Source: an optimization exercise on an open RTL-to-GDS flow (aim: small area, a short achievable clock period and few clock cycles). Production flows keep margins and buffers that such runs may drop.
In this exercise RTL edits were held to simulation tests only and were not proved equivalent to the original.
No activity file was given, so power comes from the tool's default toggle rates.

==> flow/design.v <==
module Top(
  input wire clock,
  input wire reset_n,
  input wire start,
  input wire [127:0] M1_ReadBus1,
  output wire [15:0] M1_ReadAddress1,
  input wire [35:0] M2_ReadBus1,
  input wire [19:0] M2_ReadBus2,
  output wire [15:0] M2_ReadAddress1,
  output wire [15:0] M2_ReadAddress2,
  output wire [127:0] M2_WriteBus,
  output wire [15:0] M2_WriteAddress,
  output wire M2_WriteEnable,
  input wire [127:0] M3_ReadBus1,
  output wire [15:0] M3_ReadAddress1,
  output wire [127:0] M3_WriteBus,
  output wire [15:0] M3_WriteAddress,
  output wire M3_WriteEnable,
  output wire [127:0] M4_WriteBus,
  output wire [15:0] M4_WriteAddress,
  output wire M4_WriteEnable
  );
  localparam REPLAY = 1'b1;
  localparam [14:0] LASTW = 15'd19199;
  localparam [27:0] NPIX = 28'd307200;
  reg s_clr, s_hist, s_drain, s_lut, s_out, s_wait, s_rep;
  wire idle = !(s_clr || s_hist || s_drain || s_lut || s_out || s_wait || s_rep);
  reg [14:0] w;         
  reg [2:0]  ph;        
  reg        dc;        
  reg o_cap, o_a2, o_b2, o_a3, o_b3, o_loop;
  reg hf;               
  reg cf;               
  reg [13:0] xr;        
  reg cinr;             
  reg [7:0] v;
  reg found;
  reg [7:0]  ra1, ra2;
  reg [15:0] ra3;       
  reg        pv;        
  reg        od;        
  reg [5:0]  phd;       
  reg        fwd2, fwd3;
  reg        we2, we3, m4we;
  reg [7:0]  wa2;
  reg [15:0] wa3;
  reg [14:0] m4a;
  reg [127:0] asm;
  wire [18:0] a_c3 = asm[26:8];
  wire [18:0] a_c2 = asm[67:49];
  wire [13:0] El   = asm[81:68];
  wire [13:0] Eh   = asm[95:82];
  wire [19:0] Dn   = asm[115:96];
  function [18:0] inc19;
    input [18:0] c;
    input ci;
    integer i;
    begin
      for (i = 0; i < 19; i = i + 1)
        inc19[i] = c[i] ^ (ci & ((c & ((19'd1 << i) - 19'd1)) == ((19'd1 << i) - 19'd1)));
    end
  endfunction
  function [14:0] add14;
    input [13:0] a, b;
    input ci;
    integer i, l;
    reg [14:0] g, p, g2, p2;
    begin
      g = {(a & b), ci};
      p = {(a ^ b), 1'b0};
      for (l = 1; l < 16; l = l * 2) begin
        g2 = g; p2 = p;
        for (i = 0; i < 15; i = i + 1)
          if ((i & l) != 0) begin
            g2[i] = g[i] | (p[i] & g[(i & ~(l - 1)) - 1]);
            p2[i] = p[i] & p[(i & ~(l - 1)) - 1];
          end
        g = g2; p = p2;
      end
      add14[13:0] = a ^ b ^ g[13:0];
      add14[14] = g[14];
    end
  endfunction
  reg [7:0] p1, p2, p3;
  always @(*) begin
    case (ph)
      3'd0: begin p1 = M1_ReadBus1[7:0];     p2 = M1_ReadBus1[15:8];    p3 = M1_ReadBus1[23:16];   end
      3'd1: begin p1 = M1_ReadBus1[31:24];   p2 = M1_ReadBus1[39:32];   p3 = M1_ReadBus1[47:40];   end
      3'd2: begin p1 = M1_ReadBus1[55:48];   p2 = M1_ReadBus1[63:56];   p3 = M1_ReadBus1[71:64];   end
      3'd3: begin p1 = M1_ReadBus1[79:72];   p2 = M1_ReadBus1[87:80];   p3 = M1_ReadBus1[95:88];   end
      3'd4: begin p1 = M1_ReadBus1[103:96];  p2 = M1_ReadBus1[111:104]; p3 = M1_ReadBus1[119:112]; end
      3'd5: begin p1 = M1_ReadBus1[127:120]; p2 = M1_ReadBus1[111:104]; p3 = M1_ReadBus1[63:56];   end
      3'd6: begin p1 = M1_ReadBus1[15:8];    p2 = M1_ReadBus1[111:104]; p3 = M1_ReadBus1[87:80];   end
      default: begin p1 = M1_ReadBus1[39:32]; p2 = M1_ReadBus1[111:104]; p3 = M1_ReadBus1[111:104]; end
    endcase
  end
  assign M1_ReadAddress1 = {1'b0, w};
  assign M2_ReadAddress1 = {8'd0, ra1};
  assign M2_ReadAddress2 = {8'd0, ra2};
  assign M3_ReadAddress1 = ra3;
  assign M2_WriteEnable  = we2;
  assign M2_WriteAddress = {8'd0, wa2};
  assign M2_WriteBus     = {asm[31:0], asm[127:32]};
  assign M3_WriteEnable  = we3;
  assign M3_WriteAddress = wa3;
  assign M3_WriteBus     = asm;
  assign M4_WriteEnable  = m4we;
  assign M4_WriteAddress = {1'b0, m4a};
  assign M4_WriteBus     = asm;
  wire [18:0] c2 = fwd2 ? a_c2 : M2_ReadBus1[35:17];
  wire [18:0] c3 = fwd3 ? a_c3 : M3_ReadBus1[26:8];
  wire [18:0] c2n = inc19(c2, pv);
  wire [18:0] c3n = inc19(c3, pv);
  wire [14:0] s14 = add14(hf ? Eh : El, xr, hf ? cf : cinr);
  wire loop_go = found && (v != 8'd255) && !Eh[13];
  wire e_op = o_a2 || o_b2 || o_a3 || o_b3 || (o_loop && (hf || loop_go));
  wire emit = o_loop && !hf && !loop_go;
  wire lut_end = emit && (ra1 == 8'd255);
  wire [18:0] bus_c2 = M2_ReadBus1[35:17];
  wire [18:0] bus_c3 = M3_ReadBus1[26:8];
  reg  [13:0] xn;
  reg         cn;
  always @(*) begin
    xn = Dn[13:0]; cn = 1'b0;
    if (o_cap) xn = found ? {bus_c2[5:0], 8'd0} : bus_c2[13:0];
    else if (o_a2 && !hf) xn = found ? {1'b0, a_c2[18:6]} : {9'd0, a_c2[18:14]};
    else if (o_a2 && hf) begin xn = found ? ~a_c2[13:0] : a_c3[13:0]; cn = found; end
    else if (o_b2 && !hf) begin xn = found ? {9'h1ff, ~a_c2[18:14]} : {9'd0, a_c3[18:14]}; cn = found; end
    else if (o_b2 && hf) xn = found ? {a_c3[5:0], 8'd0} : El;
    else if (o_a3 && !hf) xn = {1'b0, a_c3[18:6]};
    else if (o_a3 && hf) begin xn = ~a_c3[13:0]; cn = 1'b1; end
    else if (o_b3 && !hf) begin xn = {9'h1ff, ~a_c3[18:14]}; cn = 1'b1; end
    else if (o_loop && !hf) xn = {{8{Dn[19]}}, Dn[19:14]};
  end
  wire wlast = (w == LASTW);
  wire [14:0] w_inc = wlast ? 15'd0 : w + 15'd1;
  wire nz_next = (bus_c2 != 19'd0) || (bus_c3 != 19'd0);
  wire hist_end = s_hist && ph == 3'd7 && wlast;
  wire out_end  = s_out && ph == 3'd5 && wlast;
  always @(posedge clock or negedge reset_n) begin
    if (!reset_n) begin
      s_clr <= 1'b0; s_hist <= 1'b0; s_drain <= 1'b0; s_lut <= 1'b0;
      s_out <= 1'b0; s_wait <= 1'b0; s_rep <= 1'b0;
      w <= 15'd0; ph <= 3'd0; dc <= 1'b0;
      o_cap <= 1'b0; o_a2 <= 1'b0; o_b2 <= 1'b0; o_a3 <= 1'b0; o_b3 <= 1'b0; o_loop <= 1'b0;
      hf <= 1'b0; found <= 1'b0; v <= 8'd0;
      pv <= 1'b0; od <= 1'b0; we2 <= 1'b0; we3 <= 1'b0; m4we <= 1'b0;
    end else begin
      pv <= s_hist;
      od <= s_out;
      m4we <= (od && phd[5]) || s_rep;
      we2 <= pv || emit;
      we3 <= pv || emit || s_clr || (REPLAY && od && phd[5]);
      if (start && idle) s_clr <= 1'b1;
      else if (s_clr && ra1 == 8'd255) begin s_clr <= 1'b0; s_hist <= 1'b1; end
      if (hist_end) begin s_hist <= 1'b0; s_drain <= 1'b1; end
      if (s_drain || s_wait) dc <= ~dc;
      if (s_drain && dc) begin
        s_drain <= 1'b0; s_lut <= 1'b1; o_cap <= 1'b1; hf <= 1'b0; found <= 1'b0; v <= 8'd0;
      end
      if (lut_end) begin s_lut <= 1'b0; s_out <= 1'b1; end
      if (out_end) begin s_out <= 1'b0; s_wait <= 1'b1; end
      if (s_wait && dc) begin
        s_wait <= 1'b0;
        if (REPLAY) s_rep <= 1'b1; else s_hist <= 1'b1;
      end
      if (s_hist) ph <= ph + 3'd1;
      else if (s_out) ph <= (ph == 3'd5) ? 3'd0 : ph + 3'd1;
      else ph <= 3'd0;
      if ((s_hist && ph == 3'd7) || (s_out && ph == 3'd5) || s_rep) w <= w_inc;
      if (o_cap) begin
        o_cap <= 1'b0;
        if (nz_next) o_a2 <= 1'b1; else o_loop <= 1'b1;
      end
      if (o_a2 || o_b2 || o_a3 || o_b3) hf <= ~hf;
      if (o_a2 && hf) begin o_a2 <= 1'b0; o_b2 <= 1'b1; end
      if (o_b2 && hf) begin
        o_b2 <= 1'b0; found <= 1'b1;
        if (found) o_a3 <= 1'b1; else o_loop <= 1'b1;
      end
      if (o_a3 && hf) begin o_a3 <= 1'b0; o_b3 <= 1'b1; end
      if (o_b3 && hf) begin o_b3 <= 1'b0; o_loop <= 1'b1; end
      if (o_loop) begin
        if (hf) begin hf <= 1'b0; v <= v + 8'd1; end
        else if (loop_go) hf <= 1'b1;
        else begin o_loop <= 1'b0; if (!lut_end) o_cap <= 1'b1; end
      end
    end
  end
  wire [7:0] ra1_inc = ra1 + 8'd1;
  always @(posedge clock) begin
    phd <= {s_out && ph == 3'd5, s_out && ph == 3'd4, s_out && ph == 3'd3,
            s_out && ph == 3'd2, s_out && ph == 3'd1, s_out && ph == 3'd0};
    if ((s_out && ph == 3'd5) || s_rep) m4a <= w;
    fwd2 <= pv && (ra1 == p1);
    fwd3 <= pv && (ra3[7:0] == p3);
    if (s_clr || emit) begin
      ra1 <= ra1_inc; ra3 <= {8'd0, ra1_inc};
    end else if (s_lut) begin
    end else if (s_drain || idle) begin
      ra1 <= 8'd0; ra3 <= 16'd0;
    end else if (s_rep || (s_wait && dc && REPLAY)) begin
      ra3 <= {1'b1, s_rep ? w_inc : 15'd0};
    end else begin
      ra1 <= p1;
      ra2 <= p2;
      ra3 <= {8'd0, p3};
    end
    wa2 <= ra1;
    wa3 <= (od && phd[5]) ? {1'b1, m4a} : {8'd0, ra3[7:0]};
    if (pv || o_cap) begin
      asm[67:49] <= c2n;
      asm[26:8]  <= c3n;
    end
    if (s_clr || emit) begin
      asm[26:8] <= 19'd0; asm[67:49] <= 19'd0;
      asm[7:0] <= v; asm[39:32] <= v;
    end
    if (e_op) begin
      if (hf) asm[95:82] <= s14[13:0];
      else begin asm[81:68] <= s14[13:0]; cf <= s14[14]; end
    end
    if (o_b2 && hf && !found) asm[115:96] <= {s14[5:0], El};
    xr <= xn; cinr <= cn;
    if (s_drain) asm[95:68] <= 28'd0 - NPIX;
    if (s_rep) asm <= M3_ReadBus1;
    if (od) begin
      if (phd[0]) begin asm[7:0]     <= M2_ReadBus1[7:0]; asm[15:8]    <= M2_ReadBus2[7:0]; asm[23:16]   <= M3_ReadBus1[7:0]; end
      if (phd[1]) begin asm[31:24]   <= M2_ReadBus1[7:0]; asm[39:32]   <= M2_ReadBus2[7:0]; asm[47:40]   <= M3_ReadBus1[7:0]; end
      if (phd[2]) begin asm[55:48]   <= M2_ReadBus1[7:0]; asm[63:56]   <= M2_ReadBus2[7:0]; asm[71:64]   <= M3_ReadBus1[7:0]; end
      if (phd[3]) begin asm[79:72]   <= M2_ReadBus1[7:0]; asm[87:80]   <= M2_ReadBus2[7:0]; asm[95:88]   <= M3_ReadBus1[7:0]; end
      if (phd[4]) begin asm[103:96]  <= M2_ReadBus1[7:0]; asm[111:104] <= M2_ReadBus2[7:0]; asm[119:112] <= M3_ReadBus1[7:0]; end
      if (phd[5]) asm[127:120] <= M2_ReadBus1[7:0];
    end
  end
endmodule
==> flow/flow/run.sh <==
#!/bin/bash
set -euo pipefail
bash standard.sh 'BUFFER_PORTS_ARGS=-buffer_cell sky130_fd_sc_hd__buf_1' finish > make_finish.log 2>&1
==> flow/standard.sh <==
#!/bin/bash
# synth_recipe.tcl (not shown) runs the flow's synth.tcl, then flattens the netlist and writes it again
# the make line also repeats each setting of config.mk as NAME=value (left out here)
make -C /OpenROAD-flow-scripts/flow DESIGN_CONFIG=/design/flow/config.mk WORK_HOME=/design/flow/orfs CLKGATE_MAP_FILE= SYNTH_SCRIPT=/design/flow/synth_recipe.tcl "${@:-finish}"
==> flow/config.mk <==
export PLATFORM = sky130hd
export DESIGN_NAME = Top
export DESIGN_NICKNAME = Top
export VERILOG_FILES = /design/flow/design.v
export SDC_FILE = /design/flow/constraint.sdc
export NUM_CORES = 4
export LEC_CHECK = 0
export ABC_AREA = 1
export CAP_MARGIN = 20
export CORE_AREA = 3 3 237 237
export CTS_BUF_LIST = sky130_fd_sc_hd__clkbuf_4 sky130_fd_sc_hd__clkbuf_8
export DIE_AREA = 0 0 240 240
export PLACE_DENSITY = 0.75
export SETUP_SLACK_MARGIN = 5
export SLEW_MARGIN = 20
==> flow/constraint.sdc <==
create_clock -name core_clock -period 8.0 [get_ports {clock}]
set_input_delay 1.6000 -clock core_clock [delete_from_list [all_inputs] [get_ports {clock}]]
set_output_delay 1.6000 -clock core_clock [all_outputs]
set_load 0.01 [all_outputs]
==> results of run 1 <==
[through the flow]
| step | utilization (%) | total power, W | instance area, sq um | std cells |
|---|---|---|---|---|
| final | 40.1 | 0.00639 | 21600 | 4067 |
| after global placement | 37.1 | 0.00461 | 20000 | 3947 |
| after global routing | 40.0 | 0.00674 | 21600 | 4063 |
| after floorplan | - | 0.00381 | 18800 | 2864 |
| after detailed placement | 37.1 | 0.00463 | 20000 | 3947 |
| after CTS | 39.8 | 0.00628 | 21500 | 4055 |
[timing repair]
| action | 4_1_cts | 5_1_grt |
|---|---|---|
| gates resized for setup | 109 | 22 |
| pin swaps | 1 | 1 |
| cloned | 2 | 0 |
| setup endpoints to repair | 241 | 60 |
| buffers inserted | 10 | 6 |
[layout by cell type (no fill, tap or decap), types with 9 or more instances in the layout]
cell type	count
a31oi_1	25
dfxtp_2	37
conb_1	26
clkinv_1	9
clkbuf_8	63
ha_1	23
a22oi_1	12
xor2_1	10
nor4_1	9
o21ai_0	198
inv_1	258
nor2_1	283
nor3_1	13
o221ai_1	9
nand3_1	132
nand4_1	25
edfxtp_1	40
dfrtp_1	39
buf_2	26
buf_1	732
buf_4	41
clkbuf_4	18
o211ai_1	30
nand3b_1	17
or2_2	13
inv_2	13
dfxtp_4	10
nand2_1	774
dfxtp_1	136
o21ai_1	11
o22ai_1	56
a21oi_1	164
[flip-flops by register name, summed over array words and instances (netlist names), 3 cells and up]
| signal | flops |
|---|---|
| asm | 128 |
| ra3 | 16 |
| wa3 | 16 |
| m4a | 15 |
| w | 15 |
| xr | 14 |
| ra1 | 8 |
| ra2 | 8 |
| v | 8 |
| wa2 | 8 |
| phd | 6 |
| ph | 3 |
[layout make-up]
class                      count  area (sq um)  share of cell area [%]
tap                          696           871                    4.02
timing repair inverter         1          5.00                  0.0231
inverter                     280          1070                    4.93
sequential                   270          6140                    28.4
multi-input combinational   1913          9110                    42.1
antenna                        6          15.0                  0.0694
clock inverter                15           169                   0.780
clock buffer                  81          1000                    4.63
timing repair buffer         805          3260                    15.1
[routing by layer]
layer,up-vias,routed length (um),share of wire [%]
met5,-,26,0.026
met4,4,8360,8.4
met3,334,10000,10
met2,1441,45600,46
met1,10000,35500,36
li1,9957,-,-
[worst register-to-register path: stages (launching register included)]
cell	delay, ns
dfrtp_1	0.34
buf_6	0.33
clkinvlp_4	0.24
nor2_1	0.16
nand2_1	0.07
nand2_1	0.19
nand2_2	0.33
clkinvlp_4	0.33
nand2_1	0.14
nor2_1	0.25
inv_1	0.18
o21ai_0	0.20
[power by group]
group          switching [W]  internal (W)
Clock               0.000671      0.000898
Combinational        0.00189      0.000951
Sequential          0.000375       0.00161
Total                0.00293       0.00346
[worst paths after layout]
check                      slack, ns                    to               from  cells past startpoint
min reg2reg                     0.48          od$_DFF_PN0_  s_out$_DFFE_PN0P_                      0
max                             5.02       M4_WriteBus[86]    asm[86]$_DFF_P_                      1
max in group asynchronous       6.36     s_rep$_DFFE_PN0P_            reset_n                      2
max reg2reg                     5.14  ra3[10]$_SDFFE_PN0N_  found$_DFFE_PN0P_                     11
min in group asynchronous       1.09        m4we$_DFF_PN0_            reset_n                      2
min                             0.48          od$_DFF_PN0_  s_out$_DFFE_PN0P_                      0
[kinds of logic after synthesis]
| kind of cell | after synthesis |
|---|---|
| AOI/OAI and AO/OA | 551 |
| xor gates and xnor gates | 14 |
| adders and majority gates | 28 |
| buffers and inverters | 681 |
| DFF | 270 |
| muxes | 1 |
| other | 1 |
| and+or+nand+nor | 1293 |
==> flow_summary.yaml, run 1 <==
global_route:
  gr-usage-met2_pct: 52.4
  grt_pass1_vias: 19400
  groute.layer.met3.usage_pct: 7.82
  use_met1_pct: 37.6
  grt_busiest_layer: "met2"
  grt_max_degree: 67
  grt_pass1_wl_um: 136000
  grt_use_total_pct: 32.5
  antenna_found_initial: 9
  overflow: 0
timing:
  hold_violations: 0
  maxSlewViolCount: 0
  setup_tns_ns: 0
  tightest_slew_ns: 1.13
  setup_slack_ns: 5.02
  finClkSkew_ns: 0.0320
  final.period_utilization_pct: 37.3
  slew_headroom_pct: 24.8
  finalSetupViolations: 0
  rsz0062_at_grt: "yes"
  fmax_ghz: 0.335
  holdWs_ns: 0.476
  fin_crit_ns: 2.98
clock_tree:
  htree_levels: 2
  clock_latency_ns: 0.66
  cts_root_buf: "clkbuf_8"
  cts_sinks: 270
  cts_tree: "built"
  numCtsBuffers: 52
  cts.clk_slew.worst_paths_ns: 0.07
  cts_hold_buf: 0
  clock_path_buffers: 3
setup_path:
  critPathTopFamily: "flip-flops"
  critPathBufInv: 1
  slowest_delay_ns: 0.47
  path_cells: "buf_2"
  arrival_ns: 1.38
  cp_slowest_cell: "dfxtp_1"
  worstSetupStartpointType: "register"
  path_class: "register to output port"
  crit_path_end_kind: "output port"
  critPathMaxFanout: 5
  cp.required_ns: 6.40
placed_design:
  portBuffers: 766
  hpwl_um: 76900
  gp_congestion: 1.01
  post-place-ws_ns: 4.31
drt:
  drtIter0Drc: 2227
  post_drt_via_cell_ratio: 5.35
  routedWlPerCell_um: 24.4
  drc_errors: 0
  vias: 21700
  ant_nets: 0
  wirelength_um: 99400
  drtPass1Iterations: 6
synthesis:
  synthCells: 2839
  synth_mux_area_share_pct: 0.0536
  netlist.area_leader.share_pct: 19.6
  synth-edff-count: 40
  synth_common_cells: "nand2_1, nor2_1, buf_4, inv_1, o21ai_0"
  synth.most_common_cell: "nand2_1"
  ys_types: 54
  syn_area_per_cell_sq_um: 6.57
  synth-adder-area-share_pct: 2.04
  synth_top_area_cell: "dfxtp_1"
  synth-compound-area-share_pct: 16.8
  ys.warnings.count: 1
  ys_ff_latch: 270
  yosys.area_share.simple_pct: 28.3
  netlist_area_sq_um: 18700
  async_flop_share_pct: 17.4
  synth_top_family_by_area: "simple AND/OR/NAND/NOR gates"
  synth_xor_area_share_pct: 0.657
  seq_area_frac_synth_pct: 32.4
  ys_top_cells_by_area: "dfxtp_1, nand2_1, buf_4"
  synth_flop_cell: "dfxtp_1"
power_and_ir_drop:
  power.leakage_nw: 9.53
  ir_worst_vdd_v: 0.000210
  power_density_nw_per_um2: 295
die:
  initial_core_util_pct: 34.5
  io_pins: 814
  coreArea_sq_um: 54000
  dieHeight_um: 240
  die_w_um: 240
  dieArea_sq_um: 57600
  rows: 85
run:
  cap_violations: 0
layout:
  fillers: 5980
  layout-drive-gt1-share_pct: 8.32
  layout.nets: 3666
  area_delta_synth_final_pct: 15.9
hold_path:
  hold_path_class: "register to register"
outcome:
  status: "timing/DRC/antenna clean"
Testbench counts, summed over its fixed seeds: cycles 2,326,192.
==> run 2: changes to the inputs <==
--- a/flow/config.mk
+++ b/flow/config.mk
@@ -11,5 +11,4 @@
 export CTS_BUF_LIST = sky130_fd_sc_hd__clkbuf_4 sky130_fd_sc_hd__clkbuf_8
 export DIE_AREA = 0 0 240 240
-export PLACE_DENSITY = 0.75
-export SETUP_SLACK_MARGIN = 5
+export SETUP_SLACK_MARGIN = 4.8
 export SLEW_MARGIN = 20
==> flow_summary.yaml, run 2 <==
synthesis:
  synth_top_area_cell: "dfxtp_1"
  ys.warnings.count: 1
  synth-edff-count: 40
  synth.most_common_cell: "nand2_1"
  ys_ff_latch: 270
  synth_common_cells: "nand2_1, nor2_1, buf_4, inv_1, o21ai_0"
  synthCells: 2839
  async_flop_share_pct: 17.4
  ys_types: 54
  synth_flop_cell: "dfxtp_1"
  netlist_area_sq_um: 18700
  syn_area_per_cell_sq_um: 6.57
  netlist.area_leader.share_pct: 19.6
  ys_top_cells_by_area: "dfxtp_1, nand2_1, buf_4"
  seq_area_frac_synth_pct: 32.4
setup_path:
  critPathBufInv: 1
  cp.depth: 1
  crit_path_end_kind: "output port"
  critPathTopFamily: "flip-flops"
  cp_slowest_cell: "dfxtp_1"
  worstReg2RegStart: "hf$_DFF_PN0_"
  cp.required_ns: 6.40
  worstSetupStartpointType: "register"
  critPathMaxFanout: 5
  reg2regPathDepth: 14
  arrival_ns: 1.57
  path_class: "register to output port"
  slowest_delay_ns: 0.56
  reg2reg_setup_slack_ns: 4.96
  path_cells: "buf_1"
  worstReg2RegEnd: "asm[90]$_DFF_P_"
hold_path:
  hold_path_class: "register to register"
  whs_path_depth: 2
  hold_end: "ra3[8]$_SDFFE_PN0N_"
  hold_path_startpoint: "ra3[8]$_SDFFE_PN0N_"
timing:
  finClkSkew_ns: 0.0737
  finalSetupViolations: 0
  rsz0062_at_grt: "no"
  tightest_slew_ns: 1.20
  final.period_utilization_pct: 39.7
  setup_tns_ns: 0
  fmax_ghz: 0.315
  hold_violations: 0
  maxSlewViolCount: 0
  fin_crit_ns: 3.17
  setup_slack_ns: 4.83
  slew_headroom_pct: 20.0
drt:
  ant_nets: 0
  wirelength_um: 99500
  drtPass1Iterations: 6
  vias: 21300
  routedWlPerCell_um: 24.6
  post_drt_via_cell_ratio: 5.26
  drc_errors: 0
  drtIter0Drc: 1832
clock_tree:
  numCtsBuffers: 51
  cts.clk_slew.worst_paths_ns: 0.07
  cts_root_buf: "clkbuf_8"
  clock_latency_ns: 0.68
  cts_sinks: 270
  cts_hold_buf: 0
  htree_levels: 2
  cts_tree: "built"
  clock_path_buffers: 3
die:
  io_pins: 814
  dieArea_sq_um: 57600
  die_w_um: 240
  dieHeight_um: 240
  initial_core_util_pct: 34.5
  rows: 85
  coreArea_sq_um: 54000
global_route:
  grt_pass1_wl_um: 137000
  grt_max_degree: 77
  overflow: 0
  grt_pass1_vias: 19600
  antenna_found_initial: 10
  grt_use_total_pct: 32.9
power_and_ir_drop:
  power_density_nw_per_um2: 297
  ir_worst_vdd_v: 0.000147
  p_total_w: 0.00633
  power.leakage_nw: 9.37
layout:
  regMostFlops: "asm"
  final_core_util_pct: 39.5
  layout.nets: 3649
  fillers: 5966
  area_delta_synth_final_pct: 14.3
  mostFrequentLayoutCells: "nand2_1, buf_1, nor2_1, inv_1, o21ai_0"
  final_cells: 4048
  layout-drive-gt1-share_pct: 5.74
  largest_register_ffs: 128
  layout_commonest_cell: "nand2_1"
  top_regs: "asm: 128 flops, ra3: 16 flops, wa3: 16 flops"
run:
  cap_violations: 0
placed_design:
  place_inst: 3947
  portBuffers: 766
  hpwl_um: 78100
  post-place-ws_ns: 4.34
  gp_congestion: 1.01
outcome:
  status: "timing/DRC/antenna clean"
-- run 2: cell types whose count changed in the layout (fill, tap and decap cells not counted), moves of 3 or more --
| cell | delta |
|---|---|
| dfrtp_1 | +7 |
| buf_4 | -19 |
| dfrtp_2 | -7 |
| clkinv_2 | +3 |
| buf_1 | +25 |
| clkbuf_4 | -4 |
| dfxtp_1 | +36 |
| dfxtp_4 | -10 |
| buf_2 | -20 |
| dfxtp_2 | -26 |
-- run 2: where the power goes --
group          internal (W)  switching [W]
sequential          0.00160       0.000358
combinational      0.000885        0.00190
clock              0.000893       0.000696
total               0.00338        0.00295
-- run 2: worst min-delay path: stages, from the launching register on --
cell and delay, ns:
dfxtp_1 0.33, nand2_1 0.05, o21ai_0 0.05
-- run 2: layer usage --
layer / track usage (%) / up-vias / part of all wire, %
li1: - / 9894 / -
met1: 38.0 / 9877 / 37
met2: 53.9 / 1234 / 46
met3: 7.23 / 278 / 8.9
met4: 23.8 / 6 / 8.2
met5: 0 / - / 0.040
-- run 2: worst max path at each step --
stage                      start  slack, ns                   to
3_3_place_gp   found$_DFFE_PN0P_       4.30     ra2[6]$_DFFE_PP_
6_report         asm[97]$_DFF_P_       4.83      M4_WriteBus[97]
5_1_grt        found$_DFFE_PN0P_       4.80  ra3[8]$_SDFFE_PN0N_
3_5_place_dp   found$_DFFE_PN0P_       4.34     ra2[4]$_DFFE_PP_
2_1_floorplan    M3_ReadBus1[13]       5.16      asm[24]$_DFF_P_
4_1_cts          asm[85]$_DFF_P_       4.80      M4_WriteBus[85]
-- run 2: metrics by stage --
stage / hold WS [ns] / cell area (sq um)
global route: 0.494 / 21300
finish: 0.466 / 21300
CTS: 0.469 / 21300
global placement: 0.446 / 20000
floorplan: 0.413 / 18800
detailed placement: 0.444 / 20000
-- run 2: what timing repair did --
item / 4_1_cts / 5_1_grt
setup endpoints to repair: 66 / 64
gates cloned: 1 / 0
setup buffers: 0 / 1
resized for setup: 26 / 9
-- run 2: cell families after synthesis --
group / Yosys count / synth area share (%)
and+or+nand+nor: 1293 / 28.3
adders and majority gates: 28 / 2.04
DFF: 270 / 32.4
other: 1 / 0.0201
buffers and inverters: 681 / 19.8
AOI/OAI and AO/OA: 551 / 16.8
xor gates and xnor gates: 14 / 0.657
muxes: 1 / 0.0536
-- run 2: cell type report --
cell class | count | area [sq um] | share of cell area, %
repair inverters | 1 | 5.00 | 0.0235
diodes | 5 | 12.5 | 0.0587
well taps | 696 | 871 | 4.08
inverters | 280 | 1060 | 4.98
repair buffers | 789 | 3070 | 14.4
clock buffers | 78 | 986 | 4.62
flip-flops and latches | 270 | 6060 | 28.4
multi-input cells | 1913 | 9080 | 42.6
clock inverters | 16 | 186 | 0.874
==> run 3: changes to the inputs <==
--- a/flow/design.v
+++ b/flow/design.v
@@ -21,5 +21,5 @@
   output wire M4_WriteEnable
   );
-  localparam REPLAY = 1'b1;
+  localparam REPLAY = 1'b0;
   localparam [14:0] LASTW = 15'd19199;
   localparam [27:0] NPIX = 28'd307200;
--- a/flow/config.mk
+++ b/flow/config.mk
@@ -11,4 +11,4 @@
 export CTS_BUF_LIST = sky130_fd_sc_hd__clkbuf_4 sky130_fd_sc_hd__clkbuf_8
 export DIE_AREA = 0 0 240 240
-export SETUP_SLACK_MARGIN = 4.8
+export SETUP_SLACK_MARGIN = 5
 export SLEW_MARGIN = 20
==> flow_summary.yaml, run 3 <==
synthesis:
  ys.warnings.count: 1
  synth_common_cells: "nand2_1, buf_4, inv_1, nor2_1, o21ai_0"
  netlist.area_leader.share_pct: 17.1
  netlist_area_sq_um: 17500
  synth_top_area_cell: "nand2_1"
  syn_area_per_cell_sq_um: 6.78
  ys_types: 52
  synth_flop_cell: "dfxtp_1"
  ys_ff_latch: 261
  synth-edff-count: 66
  synth.most_common_cell: "nand2_1"
  ys_top_cells_by_area: "nand2_1, dfxtp_1, buf_4"
  async_flop_share_pct: 17.6
  seq_area_frac_synth_pct: 35.0
  synthCells: 2580
drt:
  drtIter0Drc: 1615
  wirelength_um: 82100
  routedWlPerCell_um: 22.1
  vias: 18400
  drc_errors: 0
  ant_nets: 0
  drtPass1Iterations: 5
  post_drt_via_cell_ratio: 4.96
placed_design:
  hpwl_um: 64000
  portBuffers: 657
  gp_congestion: 0.999
  post-place-ws_ns: 4.43
setup_path:
  path_class: "register to output port"
  cp_slowest_cell: "edfxtp_1"
  slowest_delay_ns: 0.45
  arrival_ns: 1.37
  crit_path_end_kind: "output port"
  path_cells: "buf_12, buf_6"
  cp.required_ns: 6.40
  reg2regPathDepth: 13
  crit_start: "asm[48]$_DFFE_PP_"
  critPathMaxFanout: 2
  worstSetupStartpointType: "register"
  worstReg2RegStart: "hf$_DFF_PN0_"
timing:
  hold_violations: 0
  setup_slack_ns: 5.03
  fin_crit_ns: 2.97
  slew_headroom_pct: 30.7
  setup_tns_ns: 0
  finalSetupViolations: 0
  fmax_ghz: 0.337
  finClkSkew_ns: 0.0561
  maxSlewViolCount: 0
  tightest_slew_ns: 1.04
  rsz0062_at_grt: "yes"
  final.period_utilization_pct: 37.1
clock_tree:
  cts_sinks: 261
  cts_tree: "built"
  numCtsBuffers: 49
  clock_latency_ns: 0.64
  clock_path_buffers: 3
  cts.clk_slew.worst_paths_ns: 0.07
  htree_levels: 2
  cts_root_buf: "clkbuf_8"
layout:
  layout-drive-gt1-share_pct: 8.63
  layout.nets: 3316
  fillers: 6020
  area_delta_synth_final_pct: 13.7
  regMostFlops: "asm"
  layout_commonest_cell: "nand2_1"
  mostFrequentLayoutCells: "nand2_1, buf_1, inv_1, nor2_1, o21ai_0"
  ff_latch_area_sq_um: 6190
  top_regs: "asm: 128 flops, wa3: 16 flops"
  largest_register_ffs: 128
  multiInputGateArea_sq_um: 7920
die:
  dieArea_sq_um: 57600
  die_w_um: 240
  io_pins: 814
  coreArea_sq_um: 54000
  initial_core_util_pct: 32.4
  dieHeight_um: 240
  rows: 85
global_route:
  use_met1_pct: 31.3
  grt_use_total_pct: 27.1
  grt_pass1_wl_um: 113000
  groute.layer.met3.usage_pct: 5.52
  grt_max_degree: 58
  antenna_found_initial: 9
  overflow: 0
  grt_pass1_vias: 16700
  gr-usage-met2_pct: 47.8
  grt_busiest_layer: "met2"
hold_path:
  whs_path_depth: 0
  hold_path_startpoint: "s_out$_DFFE_PN0P_"
  hold_path_class: "register to register"
power_and_ir_drop:
  ir_worst_vdd_v: 0.000153
  power.leakage_nw: 9.16
  power_density_nw_per_um2: 286
run:
  cap_violations: 0
outcome:
  status: "timing/DRC/antenna clean"
## run 3: changes by cell type in the layout (fill, tap and decap cells not counted), moves of 13 or more
| cell | change |
|---|---|
| buf_2 | +15 |
| dfxtp_1 | -76 |
| nand2_1 | +16 |
| edfxtp_1 | +26 |
| o21ai_0 | -44 |
| dfxtp_2 | +38 |
| o211ai_1 | -13 |
| a21oi_1 | -53 |
| buf_1 | -127 |
| nor2_1 | -56 |
| o22ai_1 | -26 |
## run 3: what timing repair did
action,in CTS,in global routing
setup endpoints to repair,229,37
gates cloned,1,0
resized for setup,100,26
setup buffers,6,10
pin swaps,1,9
hold buffers,0,0
## run 3: per-layer routing
metal | wire length (um) | part of all wire [%]
met5 | 13 | 0.016
met1 | 30800 | 37
met2 | 40200 | 49
met4 | 4200 | 5.1
met3 | 6980 | 8.5
## run 3: area by class of cell
cell class,count,share of cell area [%]
flip-flops and latches,261,31.2
repair inverters,1,0.0252
diodes,6,0.0756
well taps,696,4.38
inverters,281,5.42
repair buffers,686,13.9
clock buffers,75,4.75
multi-input cells,1693,39.8
clock inverters,16,0.460
## run 3: worst max-delay path: cells and delay by family, from the launching register on
family / cells / cell delay [ns]
buffers and inverters: 2 / 0.29
flip-flops: 1 / 0.45
## run 3: where the power goes
| part | internal, W | switching (W) | total (W) |
|---|---|---|---|
| logic | 0.000862 | 0.00161 | 0.00248 |
| clock network | 0.000757 | 0.000628 | 0.00138 |
| registers | 0.00156 | 0.000266 | 0.00182 |
| total | 0.00318 | 0.00251 | 0.00569 |
## run 3: cells by family after synthesis
kind of cell	Yosys count	share of synthesized area [%]
XOR/XNOR	17	0.852
AND/OR/NAND/NOR	1234	28.7
other	1	0.0215
AO/OA/AOI/OAI	377	12.0
adder cells (fa/ha/maj)	28	2.18
flip-flops	261	35.0
buffers and inverters	659	21.0
multiplexers	3	0.172
## run 3: worst paths after layout
check,end,slack (ns)
max in group asynchronous,pv$_DFF_PN0_,6.43
min in group asynchronous,w[13]$_DFFE_PN0P_,1.08
max reg2reg,asm[114]$_DFF_P_,5.15
min reg2reg,od$_DFF_PN0_,0.49
max,M4_WriteBus[48],5.03
min,od$_DFF_PN0_,0.49
## run 3: metrics by stage
step | std cells | power (W) | cell area, sq um | utilization [%] | hold slack [ns]
after CTS | 3699 | 0.00559 | 19700 | 36.5 | 0.483
after detailed placement | 3601 | 0.00415 | 18400 | 34.1 | 0.465
after global routing | 3713 | 0.00612 | 19900 | 36.8 | 0.512
final | 3715 | 0.00569 | 19900 | 36.8 | 0.485
after global placement | 3601 | 0.00414 | 18400 | 34.1 | 0.462
after floorplan | 2613 | 0.00357 | 17600 | - | 0.413
Testbench counts of run 3, summed over its fixed seeds: cycles 4,343,112.
==> run 4: changes to the inputs <==
--- a/flow/design.v
+++ b/flow/design.v
@@ -21,5 +21,5 @@
   output wire M4_WriteEnable
   );
-  localparam REPLAY = 1'b0;
+  localparam REPLAY = 1'b1;
   localparam [14:0] LASTW = 15'd19199;
   localparam [27:0] NPIX = 28'd307200;
@@ -101,5 +101,5 @@
   assign M2_WriteEnable  = we2;
   assign M2_WriteAddress = {8'd0, wa2};
-  assign M2_WriteBus     = {asm[31:0], asm[127:32]};
+  assign M2_WriteBus     = {92'd0, asm[67:32]};
   assign M3_WriteEnable  = we3;
   assign M3_WriteAddress = wa3;
==> flow_summary.yaml, run 4 <==
clock_tree:
  cts_hold_buf: 0
  cts_tree: "built"
  cts_root_buf: "clkbuf_8"
  numCtsBuffers: 51
  htree_levels: 2
  cts_sinks: 270
  clock_latency_ns: 0.66
  clock_path_buffers: 3
  cts.clk_slew.worst_paths_ns: 0.07
setup_path:
  path_class: "register to output port"
  worstSetupStartpointType: "register"
  path_cells: "buf_1"
  arrival_ns: 1.38
  slowest_delay_ns: 0.53
  reg2regPathDepth: 11
  critPathMaxFanout: 3
  crit_path_end_kind: "output port"
  cp.depth: 1
  cp_slowest_cell: "edfxtp_1"
  cp.required_ns: 6.40
  critPathTopFamily: "flip-flops"
  critPathBufInv: 1
global_route:
  grt_pass1_wl_um: 131000
  grt_pass1_vias: 19100
  grt_use_total_pct: 31.3
  overflow: 0
  grt_max_degree: 79
  antenna_found_initial: 5
synthesis:
  syn_area_per_cell_sq_um: 6.57
  synth_common_cells: "nand2_1, nor2_1, buf_4, inv_1, o21ai_0"
  synthCells: 2839
  netlist_area_sq_um: 18700
  synth_top_area_cell: "dfxtp_1"
  synth.most_common_cell: "nand2_1"
  ys_types: 54
  synth_flop_cell: "dfxtp_1"
  ys.warnings.count: 1
  ys_ff_latch: 270
  synth-edff-count: 40
  ys_top_cells_by_area: "dfxtp_1, nand2_1, buf_4"
  netlist.area_leader.share_pct: 19.6
  async_flop_share_pct: 17.4
  seq_area_frac_synth_pct: 32.4
timing:
  tightest_slew_ns: 1.10
  fmax_ghz: 0.335
  maxSlewViolCount: 0
  finalSetupViolations: 0
  rsz0062_at_grt: "yes"
  final.period_utilization_pct: 37.3
  hold_violations: 0
  fin_crit_ns: 2.98
  holdWs_ns: 0.465
  setup_tns_ns: 0
  slew_headroom_pct: 27.0
  finClkSkew_ns: 0.0278
layout:
  layout.nets: 3663
  fillers: 6062
  largest_register_ffs: 128
  finalInstanceArea_sq_um: 21500
  layout_commonest_cell: "nand2_1"
  multiInputGateArea_sq_um: 9440
  area_delta_synth_final_pct: 15.3
  ff_latch_area_sq_um: 6130
  top_regs: "asm: 128 flops, ra3: 16 flops, wa3: 16 flops"
  layout-drive-gt1-share_pct: 7.71
  regMostFlops: "asm"
  final_core_util_pct: 39.8
  mostFrequentLayoutCells: "nand2_1, buf_1, nor2_1, inv_1, o21ai_0"
drt:
  drc_errors: 0
  ant_nets: 0
  drtPass1Iterations: 6
  routedWlPerCell_um: 23.6
  drtIter0Drc: 1924
  wirelength_um: 95800
  vias: 21000
  post_drt_via_cell_ratio: 5.19
die:
  io_pins: 814
  coreArea_sq_um: 54000
  die_w_um: 240
  rows: 85
  dieHeight_um: 240
  dieArea_sq_um: 57600
  initial_core_util_pct: 34.5
run:
  cap_violations: 0
placed_design:
  gp_congestion: 0.967
  hpwl_um: 73900
  portBuffers: 674
  post_dp_cell_area_sq_um: 20000
power_and_ir_drop:
  p_comb_share_pct: 42.3
  p_int_w: 0.00336
  swShare_pct: 44.3
  ir_worst_vdd_v: 0.000129
  power_density_nw_per_um2: 280
  power.leakage_nw: 9.62
  p_seq_share_pct: 31.5
  switchingPower_w: 0.00267
  clkPwrFrac_pct: 26.2
hold_path:
  hold_path_class: "register to register"
  whs_path_depth: 2
outcome:
  status: "timing/DRC/antenna clean"
run 4: power by group through the flow:
stage               clock network [W]  logic, W  registers (W)
floorplan                           0   0.00182        0.00181
global placement                    0   0.00246        0.00191
detailed placement                  0   0.00246        0.00191
CTS                           0.00161   0.00249        0.00189
global route                  0.00166   0.00284        0.00191
finish                        0.00158   0.00255        0.00190
run 4: what timing repair did:
item	in CTS	in global routing
cloned	1	0
pin swaps	0	1
endpoints found under the setup margin	192	82
buffers inserted	10	5
resized for setup	81	25
run 4: routing by layer:
| metal | up-vias | global-route usage (%) | wire, um |
|---|---|---|---|
| met2 | 1105 | 54.0 | 46100 |
| met5 | - | 0 | 23 |
| li1 | 9838 | - | - |
| met4 | 4 | 15.3 | 5220 |
| met1 | 9897 | 37.2 | 36700 |
| met3 | 202 | 6.41 | 7770 |
run 4: logic make-up (layout without fill, tap and decap cells):
logic type                 count (synthesis)  after routing  share of synthesized area [%]
AOI/OAI and AO/OA                        551            551                           16.8
xor gates and xnor gates                  14             14                          0.657
adders and majority gates                 28             28                           2.04
buffers and inverters                    681           1085                           19.8
DFF                                      270            270                           32.4
muxes                                      1              1                         0.0536
other                                      1            121                         0.0201
and+or+nand+nor                         1293           1293                           28.3
run 4: worst min-delay path: cells and delay by family (launching register included):
family | cells | cell delay, ns
AO/OA/AOI/OAI | 1 | 0.06
AND/OR/NAND/NOR | 1 | 0.05
flip-flops | 1 | 0.33
run 4: area by class of cell:
type / count / share of cell area [%]
Clock inverter: 16 / 0.901
Sequential cell: 270 / 28.5
Clock buffer: 77 / 4.46
Timing Repair inverter: 1 / 0.0232
Timing Repair Buffer: 711 / 13.2
Inverter: 280 / 4.98
Multi-Input combinational cell: 2005 / 43.9
Antenna cell: 3 / 0.0349
Tap cell: 696 / 4.05
run 4: final timing paths:
| check | from | end | slack, ns |
|---|---|---|---|
| hold / removal | ra3[12]$_SDFFE_PN0N_ | ra3[12]$_SDFFE_PN0N_ | 0.46 |
| min in group asynchronous | reset_n | hf$_DFF_PN0_ | 1.08 |
| setup / recovery | ra3[6]$_DFFE_PP_ | M3_ReadAddress1[6] | 5.02 |
| max in group asynchronous | reset_n | s_rep$_DFFE_PN0P_ | 6.37 |
| setup reg to reg | hf$_DFF_PN0_ | xr[4]$_DFF_P_ | 5.06 |
| hold reg to reg | ra3[12]$_SDFFE_PN0N_ | ra3[12]$_SDFFE_PN0N_ | 0.46 |
run 4: through the flow:
stage | power [W] | instances | setup WS, ns
global route | 0.00641 | 4057 | 4.98
finish | 0.00603 | 4059 | 5.02
detailed placement | 0.00437 | 3947 | 4.35
floorplan | 0.00363 | 2956 | 5.16
global placement | 0.00437 | 3947 | 4.40
CTS | 0.00598 | 4051 | 4.98
Testbench counts of run 4, summed over its fixed seeds: cycles 2,326,192.
==> run 5: changes to the inputs <==
--- a/flow/design.v
+++ b/flow/design.v
@@ -101,5 +101,5 @@
   assign M2_WriteEnable  = we2;
   assign M2_WriteAddress = {8'd0, wa2};
-  assign M2_WriteBus     = {92'd0, asm[67:32]};
+  assign M2_WriteBus     = {asm[31:0], asm[127:32]};
   assign M3_WriteEnable  = we3;
   assign M3_WriteAddress = wa3;
==> flow/flow/run.sh (replaced) <==
#!/bin/bash
set -euo pipefail
bash standard.sh 'BUFFER_PORTS_ARGS=-buffer_cell sky130_fd_sc_hd__buf_1' SETUP_SLACK_MARGIN=5.5 finish > make_finish.log 2>&1
--- a/flow/config.mk
+++ b/flow/config.mk
@@ -6,5 +6,5 @@
 export NUM_CORES = 4
 export LEC_CHECK = 0
-export ABC_AREA = 1
+export ABC_CLOCK_PERIOD_IN_PS = 3000
 export CAP_MARGIN = 20
 export CORE_AREA = 3 3 237 237
==> flow_summary.yaml, run 5 <==
synthesis:
  async_flop_share_pct: 17.4
  ys_ff_latch: 270
  synth_xor_area_share_pct: 3.28
  ys.warnings.count: 1
  seq_area_frac_synth_pct: 31.8
  netlist_area_sq_um: 19000
  synth_common_cells: "buf_4, nand2_1, o21ai_0, a21oi_1, dfxtp_1"
  yosys.area_share.simple_pct: 16.3
  synth-adder-area-share_pct: 2.00
  synth_top_area_cell: "dfxtp_1"
  ys_top_cells_by_area: "dfxtp_1, buf_4, edfxtp_1"
  ys_types: 82
  synth_top_family_by_area: "compound AO/OA/AOI/OAI gates"
  synth_mux_area_share_pct: 9.08
  synth_flop_cell: "dfxtp_1"
  syn_area_per_cell_sq_um: 8.04
  synthCells: 2362
  synth.most_common_cell: "buf_4"
  synth-compound-area-share_pct: 21.8
  synth-edff-count: 40
  netlist.area_leader.share_pct: 19.3
timing:
  finalSetupViolations: 0
  setup_slack_ns: 4.83
  finClkSkew_ns: 0.0620
  final.period_utilization_pct: 39.6
  tightest_slew_ns: 1.23
  rsz0062_at_grt: "yes"
  fmax_ghz: 0.316
  fin_crit_ns: 3.17
  hold_violations: 0
  setup_tns_ns: 0
  slew_headroom_pct: 17.7
  maxSlewViolCount: 0
drt:
  ant_nets: 0
  routedWlPerCell_um: 30.4
  drtIter0Drc: 2435
  drc_errors: 0
  wirelength_um: 115000
  post_drt_via_cell_ratio: 5.85
  drtPass1Iterations: 6
  vias: 22100
setup_path:
  crit_path_end_kind: "register"
  worstReg2RegStart: "hf$_DFF_PN0_"
  path_class: "register to register"
  worstSetupStartpointType: "register"
  crit_start: "hf$_DFF_PN0_"
  arrival_ns: 3.69
  critPathMaxFanout: 5
  cp.required_ns: 8.53
outcome:
  status: "timing/DRC/antenna clean"
power_and_ir_drop:
  p_seq_share_pct: 24.3
  ir_worst_vdd_v: 0.000246
  switchingPower_w: 0.00425
  p_comb_share_pct: 58.9
  clkPwrFrac_pct: 16.8
  power_density_nw_per_um2: 334
  swShare_pct: 44.4
  power.leakage_nw: 12.0
  p_int_w: 0.00532
clock_tree:
  numCtsBuffers: 52
  cts_root_buf: "clkbuf_8"
  clock_path_buffers: 3
  cts_hold_buf: 0
  clock_latency_ns: 0.69
  cts.clk_slew.worst_paths_ns: 0.06
  htree_levels: 2
  cts_sinks: 270
  cts_tree: "built"
placed_design:
  portBuffers: 766
  hpwl_um: 76700
  post-place-ws_ns: 3.88
  gp_congestion: 0.989
layout:
  layout-drive-gt1-share_pct: 39.9
  area_delta_synth_final_pct: 51.1
  top_regs: "asm: 128 flops, ra3: 16 flops, wa3: 16 flops"
  largest_register_ffs: 128
  layout.nets: 3383
  mostFrequentLayoutCells: "buf_6, buf_1, nand2_1, buf_4, a21oi_1"
  regMostFlops: "asm"
  layout_commonest_cell: "buf_6"
  fillers: 4979
global_route:
  overflow: 0
  grt_use_total_pct: 37.3
  grt_pass1_wl_um: 154000
  grt_pass1_vias: 20800
  grt_max_degree: 81
  antenna_found_initial: 11
die:
  initial_core_util_pct: 35.1
  coreArea_sq_um: 54000
  dieArea_sq_um: 57600
  dieHeight_um: 240
  rows: 85
  io_pins: 814
  die_w_um: 240
hold_path:
  hold_path_class: "register to register"
  hold_path_startpoint: "ra3[12]$_SDFFE_PN0N_"
run:
  cap_violations: 0
[run 5: changes by cell type after synthesis, sizes merged, moves of 31 or more]
cell	delta
nand3	-70
xnor2	+31
inv	-217
mux2i	+118
nor2	-119
a222oi	+41
clkbuf	+38
mux2	+37
nand2	-515
[run 5: per-stage QoR]
stage          total power, W  cell area [sq um]  hold WS [ns]  utilization [%]  cells
6_report              0.00957              28700         0.464             53.1   3784
5_1_grt               0.00992              28700         0.489             53.1   3782
4_1_cts               0.00892              27600         0.457             51.2   3727
3_5_place_dp          0.00589              20500         0.445             38.0   3439
3_3_place_gp          0.00588              20500         0.439             38.0   3439
2_1_floorplan         0.00472              19400         0.352                -   2387
[run 5: routing by layer]
metal	GRT usage, %	wire [um]	vias to the layer above
li1	-	-	9554
met1	42.2	39700	10500
met2	59.9	52600	1653
met3	11.1	12800	411
met4	27.1	9840	4
met5	1.18	107	-
[run 5: cell families after synthesis]
family | Yosys count
flip-flops | 270
buffers and inverters | 498
AO/OA/AOI/OAI | 660
AND/OR/NAND/NOR | 673
XOR/XNOR | 71
multiplexers | 161
adder cells (fa/ha/maj) | 28
other | 1
[run 5: layout make-up]
cell class | count | area [sq um] | share of cell area, %
sequential | 270 | 6570 | 22.9
inverter | 60 | 236 | 0.824
timing repair inverter | 1 | 5.00 | 0.0174
clock inverter | 10 | 150 | 0.523
tap | 696 | 871 | 3.04
clock buffer | 83 | 1020 | 3.57
antenna | 9 | 22.5 | 0.0785
timing repair buffer | 1036 | 8700 | 30.3
multi-input combinational | 1619 | 11100 | 38.7
[run 5: final timing paths]
check / to / slack (ns) / cells after the start
max reg2reg: asm[90]$_DFF_P_ / 4.83 / 15
max: asm[90]$_DFF_P_ / 4.83 / 15
min reg2reg: ra3[12]$_SDFFE_PN0N_ / 0.46 / 2
min: ra3[12]$_SDFFE_PN0N_ / 0.46 / 2
min in group asynchronous: o_loop$_DFF_PN0_ / 1.08 / 2
max in group asynchronous: s_rep$_DFFE_PN0P_ / 6.37 / 2
[run 5: timing repair]
item / 4_1_cts / 5_1_grt
pin swaps: 75 / 82
gates resized for setup: 1403 / 179
buffers inserted: 193 / 46
setup endpoints to repair: 649 / 610
cloned: 2 / 2
[run 5: critical path, cell delays in order (launching register included)]
cell and delay, ns:
dfrtp_4 0.52, buf_12 0.16, buf_4 0.15, mux2i_4 0.18, inv_2 0.05, ha_1 0.27
o21a_1 0.10, o31a_1 0.13, o31a_1 0.34, o21a_1 0.21, nor2_2 0.14, fa_2 0.23
xor2_2 0.20, o21ai_0 0.11, o22ai_1 0.12, o21ai_0 0.09
[run 5: power by group through the flow]
stage          Combinational (W)  Clock (W)  Sequential, W
6_report                 0.00564    0.00161        0.00233
5_1_grt                  0.00591    0.00168        0.00234
4_1_cts                  0.00501    0.00162        0.00229
3_5_place_dp             0.00354          0        0.00235
3_3_place_gp             0.00353          0        0.00235
2_1_floorplan            0.00264          0        0.00208
Testbench counts of run 5, summed over its fixed seeds: cycles 2,326,192.
==> run 6: changes to the inputs <==
--- a/flow/config.mk
+++ b/flow/config.mk
@@ -6,5 +6,5 @@
 export NUM_CORES = 4
 export LEC_CHECK = 0
-export ABC_CLOCK_PERIOD_IN_PS = 3000
+export ABC_AREA = 1
 export CAP_MARGIN = 20
 export CORE_AREA = 3 3 237 237
==> flow_summary.yaml, run 6 <==
synthesis:
  ys.warnings.count: 1
  ys_top_cells_by_area: "dfxtp_1, nand2_1, buf_4"
  synth_common_cells: "nand2_1, nor2_1, buf_4, inv_1, o21ai_0"
  seq_area_frac_synth_pct: 32.4
  ys_types: 54
  async_flop_share_pct: 17.4
  netlist.area_leader.share_pct: 19.6
  ys_ff_latch: 270
  synth_top_area_cell: "dfxtp_1"
  netlist_area_sq_um: 18700
  synth-edff-count: 40
  synthCells: 2839
  synth_flop_cell: "dfxtp_1"
  synth.most_common_cell: "nand2_1"
  syn_area_per_cell_sq_um: 6.57
placed_design:
  gp_congestion: 1.04
  portBuffers: 766
  hpwl_um: 77200
die:
  io_pins: 814
  initial_core_util_pct: 34.5
  coreArea_sq_um: 54000
  dieHeight_um: 240
  rows: 85
  die_w_um: 240
  dieArea_sq_um: 57600
timing:
  setup_tns_ns: 0
  rsz0062_at_grt: "yes"
  finalSetupViolations: 0
  fmax_ghz: 0.339
  slew_headroom_pct: 22.0
  final.period_utilization_pct: 36.8
  finClkSkew_ns: 0.0477
  tightest_slew_ns: 1.17
  hold_violations: 0
  fin_crit_ns: 2.95
  maxSlewViolCount: 0
setup_path:
  crit_path_end_kind: "output port"
  critPathTopFamily: "flip-flops"
  slowest_delay_ns: 0.53
  arrival_ns: 1.35
  cp_slowest_cell: "edfxtp_1"
  critPathMaxFanout: 2
  worstSetupStartpointType: "register"
  path_cells: "buf_1"
  critPathBufInv: 1
  cp.required_ns: 6.40
  path_class: "register to output port"
layout:
  layout-drive-gt1-share_pct: 32.3
  area_delta_synth_final_pct: 46.2
  top_regs: "asm: 128 flops, ra3: 16 flops, wa3: 16 flops"
  largest_register_ffs: 128
  layout.nets: 3835
  final_core_util_pct: 50.5
  layout_commonest_cell: "nand2_1"
  mostFrequentLayoutCells: "nand2_1, buf_6, buf_1, nor2_1, inv_1"
  regMostFlops: "asm"
clock_tree:
  cts_tree: "built"
  clock_latency_ns: 0.68
  clock_path_buffers: 3
  cts_root_buf: "clkbuf_8"
  numCtsBuffers: 51
  htree_levels: 2
  cts_sinks: 270
  cts.clk_slew.worst_paths_ns: 0.06
global_route:
  grt_max_degree: 79
  gr-usage-met2_pct: 57.7
  overflow: 0
  use_met1_pct: 39.3
  grt_pass1_vias: 21300
  grt_busiest_layer: "met2"
  grt_use_total_pct: 35.0
  antenna_found_initial: 9
  groute.layer.met3.usage_pct: 9.11
  grt_pass1_wl_um: 147000
run:
  cap_violations: 0
drt:
  drtIter0Drc: 2189
  post_drt_via_cell_ratio: 5.36
  wirelength_um: 107000
  drc_errors: 0
  vias: 22700
  routedWlPerCell_um: 25.3
  drtPass1Iterations: 6
  ant_nets: 0
power_and_ir_drop:
  power.leakage_nw: 12.7
  power_density_nw_per_um2: 291
  clkPwrFrac_pct: 18.5
  switchingPower_w: 0.00348
  p_seq_share_pct: 26.2
  swShare_pct: 43.8
  ir_worst_vdd_v: 0.000200
  p_comb_share_pct: 55.3
  p_int_w: 0.00447
outcome:
  status: "timing/DRC/antenna clean"
hold_path:
  hold_path_class: "register to register"
-- run 6: per-stage QoR --
| step | setup slack, ns | instances | power (W) | hold WS (ns) | cell area [sq um] |
|---|---|---|---|---|---|
| 6_report | 5.05 | 4237 | 0.00795 | 0.467 | 27300 |
| 4_1_cts | 5.00 | 4189 | 0.00739 | 0.469 | 26400 |
| 2_1_floorplan | 5.32 | 2864 | 0.00384 | 0.413 | 18900 |
| 5_1_grt | 5.00 | 4232 | 0.00833 | 0.494 | 27300 |
| 3_5_place_dp | 4.32 | 3949 | 0.00468 | 0.453 | 20200 |
| 3_3_place_gp | 4.37 | 3949 | 0.00467 | 0.446 | 20200 |
-- run 6: final cells by class --
class | instances | area (sq um)
Inverter | 280 | 1100
Tap cell | 696 | 871
Timing Repair Buffer | 974 | 7830
Clock inverter | 20 | 144
Fill cell | 5359 | 26700
Timing Repair inverter | 1 | 5.00
Sequential cell | 270 | 6570
Clock buffer | 74 | 925
Antenna cell | 8 | 20.0
Multi-Input combinational cell | 1914 | 9810
-- run 6: cell families after synthesis --
group,synth area share (%)
muxes,0.0536
buffers and inverters,19.8
adders and majority gates,2.04
DFF,32.4
xor gates and xnor gates,0.657
and+or+nand+nor,28.3
other,0.0201
AOI/OAI and AO/OA,16.8
-- run 6: power by group through the flow --
stage	combinational [W]	clock [W]	sequential, W
floorplan	0.00201	0	0.00184
global placement	0.00267	0	0.00200
detailed placement	0.00268	0	0.00200
CTS	0.00384	0.00149	0.00206
global route	0.00468	0.00156	0.00209
finish	0.00439	0.00147	0.00208
-- run 6: worst paths after layout --
check	startpoint	end	slack (ns)	depth (start not counted)
max	ra1[7]$_DFFE_PP_	M2_ReadAddress1[7]	5.05	1
min	s_out$_DFFE_PN0P_	od$_DFF_PN0_	0.47	0
max reg2reg	hf$_DFF_PN0_	asm[114]$_DFF_P_	5.25	14
min reg2reg	s_out$_DFFE_PN0P_	od$_DFF_PN0_	0.47	0
max in group asynchronous	reset_n	s_rep$_DFFE_PN0P_	6.34	2
min in group asynchronous	reset_n	o_a2$_DFFE_PN0P_	1.09	2
-- run 6: repair_timing --
action,in CTS,in global routing
gates cloned,2,2
pin swaps,35,60
hold buffers,0,0
setup buffers,144,38
endpoints found under the setup margin,652,604
resized for setup,1305,166
hold endpoints to repair,0,0
-- run 6: metal layers --
layer,share of wire [%],vias up
met5,0.012,-
met4,8.1,2
met3,9.6,334
met2,47,1390
met1,35,10700
li1,-,10300
==> run 7: changes to the inputs <==
==> flow/flow/run.sh (replaced) <==
#!/bin/bash
set -euo pipefail
bash standard.sh 'BUFFER_PORTS_ARGS=-buffer_cell sky130_fd_sc_hd__buf_1' finish > make_finish.log 2>&1
--- a/flow/config.mk
+++ b/flow/config.mk
@@ -8,7 +8,6 @@
 export ABC_AREA = 1
 export CAP_MARGIN = 20
-export CORE_AREA = 3 3 237 237
-export CTS_BUF_LIST = sky130_fd_sc_hd__clkbuf_4 sky130_fd_sc_hd__clkbuf_8
-export DIE_AREA = 0 0 240 240
+export CORE_AREA = 3 3 233 233
+export DIE_AREA = 0 0 236 236
 export SETUP_SLACK_MARGIN = 5
 export SLEW_MARGIN = 20
==> flow_summary.yaml, run 7 <==
layout:
  final_core_util_pct: 41.4
  area_delta_synth_final_pct: 14.8
  largest_register_ffs: 128
  mostFrequentLayoutCells: "nand2_1, buf_1, nor2_1, inv_1, o21ai_0"
  layout-drive-gt1-share_pct: 5.64
  regMostFlops: "asm"
  top_regs: "asm: 128 flops, ra3: 16 flops, wa3: 16 flops"
  layout_commonest_cell: "nand2_1"
  layout.nets: 3635
global_route:
  antenna_found_initial: 7
  grt_max_degree: 80
  grt_pass1_wl_um: 136000
  grt_use_total_pct: 33.1
  grt_pass1_vias: 19500
  overflow: 0
setup_path:
  worstSetupStartpointType: "register"
  critPathBufInv: 1
  critPathMaxFanout: 4
  cp_slowest_cell: "dfxtp_2"
  critPathTopFamily: "flip-flops"
  slowest_delay_ns: 0.47
  path_cells: "buf_1"
  crit_path_end_kind: "output port"
  arrival_ns: 1.42
  cp.required_ns: 6.40
  path_class: "register to output port"
die:
  dieArea_sq_um: 55700
  dieHeight_um: 236
  io_pins: 814
  initial_core_util_pct: 36.0
  die_w_um: 236
  rows: 83
  coreArea_sq_um: 51800
timing:
  fmax_ghz: 0.332
  slew_headroom_pct: 25.6
  maxSlewViolCount: 0
  fin_crit_ns: 3.02
  tightest_slew_ns: 1.12
  hold_violations: 0
  setup_slack_ns: 4.98
  holdWs_ns: 0.457
  rsz0062_at_grt: "yes"
  final.period_utilization_pct: 37.7
  finalSetupViolations: 0
  setup_tns_ns: 0
  finClkSkew_ns: 0.0259
synthesis:
  netlist.area_leader.share_pct: 19.6
  synth_flop_cell: "dfxtp_1"
  synthCells: 2839
  ys_types: 54
  syn_area_per_cell_sq_um: 6.57
  synth.most_common_cell: "nand2_1"
  ys_ff_latch: 270
  ys_top_cells_by_area: "dfxtp_1, nand2_1, buf_4"
  async_flop_share_pct: 17.4
  synth-edff-count: 40
  ys.warnings.count: 1
  netlist_area_sq_um: 18700
  synth_top_area_cell: "dfxtp_1"
  seq_area_frac_synth_pct: 32.4
  synth_common_cells: "nand2_1, nor2_1, buf_4, inv_1, o21ai_0"
drt:
  routedWlPerCell_um: 24.3
  vias: 21100
  drtPass1Iterations: 6
  drc_errors: 0
  post_drt_via_cell_ratio: 5.28
  wirelength_um: 97300
  ant_nets: 0
  drtIter0Drc: 1929
clock_tree:
  clock_path_buffers: 3
  htree_levels: 2
  cts_hold_buf: 0
  numCtsBuffers: 36
  cts.clk_slew.worst_paths_ns: 0.06
  cts_sinks: 270
  clock_latency_ns: 0.57
  cts_tree: "built"
  cts_root_buf: "clkbuf_16"
outcome:
  status: "timing/DRC/antenna clean"
hold_path:
  hold_path_class: "register to register"
placed_design:
  gp_congestion: 0.997
  hpwl_um: 76500
  post-place-ws_ns: 4.60
  portBuffers: 766
power_and_ir_drop:
  power_density_nw_per_um2: 298
  ir_worst_vdd_v: 0.000153
  power.leakage_nw: 9.39
run:
  cap_violations: 0
==> run 7: cell counts after synthesis <==
Identical to the previous run, type by type.
==> run 7: worst paths after layout <==
kind / endpoint / depth (start not counted) / slack, ns / start
worst max-delay path: M2_WriteBus[0] / 1 / 4.98 / asm[32]$_DFF_P_
max in group asynchronous: s_rep$_DFFE_PN0P_ / 2 / 6.27 / reset_n
min in group asynchronous: m4we$_DFF_PN0_ / 2 / 1.19 / reset_n
worst min register to register: od$_DFF_PN0_ / 0 / 0.46 / s_out$_DFFE_PN0P_
worst max register to register: asm[90]$_DFF_P_ / 14 / 5.08 / hf$_DFF_PN0_
worst min-delay path: od$_DFF_PN0_ / 0 / 0.46 / s_out$_DFFE_PN0P_
==> run 7: stage by stage <==
| stage | power, W | instances | area [sq um] |
|---|---|---|---|
| 2_1_floorplan | 0.00381 | 2864 | 18800 |
| 3_3_place_gp | 0.00463 | 3931 | 20000 |
| 3_5_place_dp | 0.00463 | 3931 | 20000 |
| 4_1_cts | 0.00634 | 3995 | 21300 |
| 5_1_grt | 0.00676 | 3998 | 21400 |
| 6_report | 0.00638 | 4001 | 21400 |
==> run 7: final cells by class <==
cell class,instances,area [sq um]
fillers,5861,30400
multi-input cells,1914,9110
flip-flops and latches,270,6070
repair buffers,790,3100
inverters,280,1070
clock buffers,50,1060
well taps,680,851
clock inverters,13,160
diodes,4,10.0
==> run 7: where the power goes <==
group	switching [W]	internal, W
registers	0.000363	0.00160
clock network	0.000679	0.000999
logic	0.00184	0.000900
total	0.00288	0.00350
==> run 7: metal layers <==
layer	GRT usage, %	wire [um]	vias up
li1	-	-	9885
met1	39.0	36700	9882
met2	56.3	46700	1126
met3	6.66	7670	224
met4	18.1	6220	4
met5	0	24	-
==> run 7: cells by family after synthesis <==
group	synth area share (%)
other cells	0.0201
xor+xnor	0.657
compound gates	16.8
buf+inv	19.8
simple gates	28.3
flops	32.4
mux	0.0536
fa+ha+maj	2.04
==> run 7: what timing repair did <==
item | CTS | global route
resized for setup | 53 | 19
gates cloned | 0 | 1
pin swaps | 0 | 1
setup buffers | 1 | 1
endpoints found under the setup margin | 129 | 76

## afterwards: timing with drivers on the ports
Ports are ideal in the flow. The routed layouts listed here were re-timed in OpenROAD.
Step 1: set_driving_cell puts a clkbuf_16 on clock and a buf_2 on each other input, an assumption about the parent block.
Step 2 times the ports against the registers' clock, not the clock port: input delays grow and output delays shrink by t, the midpoint of the rising clock arrivals with the driver on.
Slacks: ideal ports / drivers / drivers and shift; pairs: ideal ports / drivers.
| run | t, ns | slack for setup (ns) | worst hold slack (ns) | worst setup path after step 2 | slew at the worst register clock pin (ns) |
|---|---|---|---|---|---|
| run 1 | 0.686 | 5.018 / 4.969 / 4.500 | 0.476 / 0.476 / 0.476 | input to register | 0.07 / 0.07 |
| run 2 | 0.696 | 4.827 / 4.778 / 4.530 | 0.466 / 0.466 / 0.466 | input to register | 0.07 / 0.07 |
| run 3 | 0.663 | 5.031 / 4.979 / 4.602 | 0.485 / 0.485 / 0.485 | input to register | 0.07 / 0.07 |
| run 4 | 0.697 | 5.018 / 4.962 / 4.402 | 0.465 / 0.465 / 0.465 | input to register | 0.07 / 0.07 |
| run 5 | 0.716 | 4.832 / 4.832 / 4.502 | 0.464 / 0.464 / 0.464 | input to register | 0.07 / 0.07 |
| run 6 | 0.707 | 5.053 / 4.999 / 4.882 | 0.467 / 0.467 / 0.467 | input to register | 0.07 / 0.07 |
| run 7 | 0.605 | 4.984 / 4.931 / 4.595 | 0.457 / 0.457 / 0.457 | input to register | 0.06 / 0.06 |
After both steps setup and hold are still met in every run listed. For run 4, which loses most, drivers alone change the setup slack by -0.056 ns; drivers and shift together by -0.616 ns.
